From an optimization exercise on the open Yosys and OpenROAD flow, aimed at small area, a short achievable clock period and few clock cycles; shortcuts taken in it are not production practice. Function was checked by simulation only, so behaviour that the tests miss may differ from the original. Power figures rest on the tool's default switching activity, not on a simulated workload.

run A:
==> flow/design.v (excerpt) <==
module mips(
    input         clk,
    input         reset,
    output [31:0] i_addr,
    input  [31:0] i_data,
    output [31:0] d_addr,
    output [31:0] d_wdata,
    output        d_we,
    input  [31:0] d_rdata,
    output        rf_we,
    output [4:0]  rf_waddr,
    output [31:0] rf_wdata,
    output [31:0] rf_wpc
);
Size: about 230 I/O pins, ~0.060 mm² of cells after synthesis.
Settings: LEC_CHECK=0, CAP_MARGIN=20, CORE_MARGIN=2, CORE_UTILIZATION=45, CTS_CLUSTER_DIAMETER=80, CTS_CLUSTER_SIZE=30, PLACE_DENSITY=0.6, SETUP_SLACK_MARGIN=5, SLEW_MARGIN=20; clock period 9.0 ns.
standard.sh (not shown) runs the stock make flow with config.mk's settings and CLKGATE_MAP_FILE= SYNTH_SCRIPT=/design/flow/synth_recipe.tcl, a recipe that flattens the netlist after the stock synthesis.
==> flow/flow/run.sh <==
#!/bin/bash
set -euo pipefail
M=${MARGIN:-5.4}
sed -e "s/SETUP_SLACK_MARGIN=[0-9.]*/SETUP_SLACK_MARGIN=$M/" standard.sh > standard_margin.sh
grep -q "SETUP_SLACK_MARGIN=$M" standard_margin.sh
bash standard_margin.sh > standard.log 2>&1
Testbench counts of run A, summed over its fixed seeds: cycles 159,802.
Changes in run B relative to run A:
- a change of CORE_UTILIZATION from 45 to 35
- a change of PLACE_DENSITY from 0.6 to 0.5
==> flow/run.sh (new file) <==
#!/bin/bash
# synth_recipe.tcl (not shown) runs the flow's synth.tcl, then flattens the netlist and writes it again
# the make line also repeats each setting of config.mk as NAME=value (left out here)
make -C /OpenROAD-flow-scripts/flow DESIGN_CONFIG=/design/flow/config.mk WORK_HOME=/design/flow/orfs CLKGATE_MAP_FILE= SYNTH_SCRIPT=/design/flow/synth_recipe.tcl finish
removed: flow/flow/run.sh
removed: flow/standard.sh
Findings:
- Comparing run B and run A, the higher met1 demand-to-capacity share in global routing was measured on run A.
- Compared run B vs run A, and share of total power in combinational logic is down in run B.
- Compared with run A, run B shows a number of stages on the worst setup path that is 5 lower.
Edits applied to the flow inputs when going from run B to run C:
- a change of CORE_UTILIZATION from 35 to 40
- a change of PLACE_DENSITY from 0.5 to 0.55
==> flow/flow/run.sh (new file) <==
#!/bin/bash
set -euo pipefail
M=${MARGIN:-5.6}
sed -e "s/SETUP_SLACK_MARGIN=[0-9.]*/SETUP_SLACK_MARGIN=$M 'BUFFER_PORTS_ARGS=-buffer_cell sky130_fd_sc_hd__buf_2'/" standard.sh > standard_custom.sh
grep -q "SETUP_SLACK_MARGIN=$M 'BUFFER_PORTS_ARGS" standard_custom.sh
bash standard_custom.sh > standard.log 2>&1
==> flow/standard.sh (new file) <==
#!/bin/bash
# synth_recipe.tcl (not shown) runs the flow's synth.tcl, then flattens the netlist and writes it again
# the make line also repeats each setting of config.mk as NAME=value (left out here)
make -C /OpenROAD-flow-scripts/flow DESIGN_CONFIG=/design/flow/config.mk WORK_HOME=/design/flow/orfs CLKGATE_MAP_FILE= SYNTH_SCRIPT=/design/flow/synth_recipe.tcl "${@:-finish}"
removed: flow/run.sh
[summary]
- Looking at the reports, run C completed the entire flow and the layout it produced met the timing, DRC and antenna checks.
- Between run B and run C, the cell count is lower for run B.
- The share of power burned in combinational logic number comes out lower for run B vs run C.
- Total wire length: lower on run B
- Sequential power of run C is on par with run B.
- From run B to run C the numbers moved as follows: post-route standard cell area excluding fillers higher; power higher; critical path depth shows an increase of 5.


mips, a different RTL version from the one above (not shown whole).
For scale: roughly 1300 flip-flops, roughly 230 I/O pins, about 0.075 sq mm of cells after synthesis.
Design mips, start of the top module:
module mips(
    input         clk,
    input         reset,
    output [31:0] i_addr,
    input  [31:0] i_data,
    output [31:0] d_addr,
    output [31:0] d_wdata,
    output        d_we,
    input  [31:0] d_rdata,
    output        rf_we,
    output [4:0]  rf_waddr,
    output [31:0] rf_wdata,
    output [31:0] rf_wpc
);
Settings: LEC_CHECK=0, ABC_CLOCK_PERIOD_IN_PS=3500, CAP_MARGIN=20, CORE_MARGIN=2, CORE_UTILIZATION=30, PLACE_DENSITY=0.5, SETUP_SLACK_MARGIN=5, SLEW_MARGIN=20; clock period 9.0 ns.
run.sh (not shown) runs the stock make flow with config.mk's settings and CLKGATE_MAP_FILE= SYNTH_SCRIPT=/design/flow/synth_recipe.tcl, a recipe that flattens the netlist after the stock synthesis.
Stock flow here: none of the scripts above is used.
Testbench counts at the start, summed over its fixed seeds: cycles 173,019.
Rerun with:
- ABC_CLOCK_PERIOD_IN_PS: 3500 -> unset
- SETUP_SLACK_MARGIN: 5 -> unset
The new run finished with timing, DRC and antenna clean.
Sequential share of layout area is higher by 2.1 points.
Die area stays the same.
Setup slack degrades by 1.8 ns.
Sequential power is lower slightly.
Total power is lower by a few percent.
Wire length is lower by a few percent.
Final cell count is lower slightly.
Area after synthesis is unchanged.
Global-route usage is lower by 1.4 points.
Flip-flop and latch count is unchanged.
Synthesized cell count stays the same.

## static timing again, ports no longer ideal
How much do the figures lean on ideal ports? The routed layouts below were timed once more, with nothing changed but the port constraints. Step 1 sets driving cells, clkbuf_16 on the clock port and buf_2 on the other inputs (assumed; they add their load-dependent delay and slew). Step 2 adds t to the input delays and takes it off the output delays; t is the mean of the earliest and latest rising clock arrival at the registers after step 1. Input paths then give back, and output paths get back, about the clock's delay inside the block. a / b / c = ideal / step 1 / step 2; a / b = the first two.
| run | t, ns | setup slack, ns | worst hold slack (ns) |
|---|---|---|---|
| run A | 0.833 | 5.114 / 5.137 / 4.304 | 0.335 / 0.335 / 0.335 |
| run B | 0.812 | 4.832 / 4.893 / 4.081 | 0.334 / 0.334 / 0.334 |
| run C | 0.805 | 5.131 / 5.052 / 4.246 | 0.330 / 0.330 / 0.330 |
| the first run of note 2 | 0.934 | 4.498 / 4.498 / 4.134 | 0.311 / 0.311 / 0.311 |
| the second run of note 2 | 0.926 | 2.691 / 2.691 / 2.691 | 0.326 / 0.326 / 0.326 |
After both steps every run listed still meets setup and hold. The setup slack of run C, which loses most, moves by -0.079 ns with the drivers and by -0.885 ns with both steps.
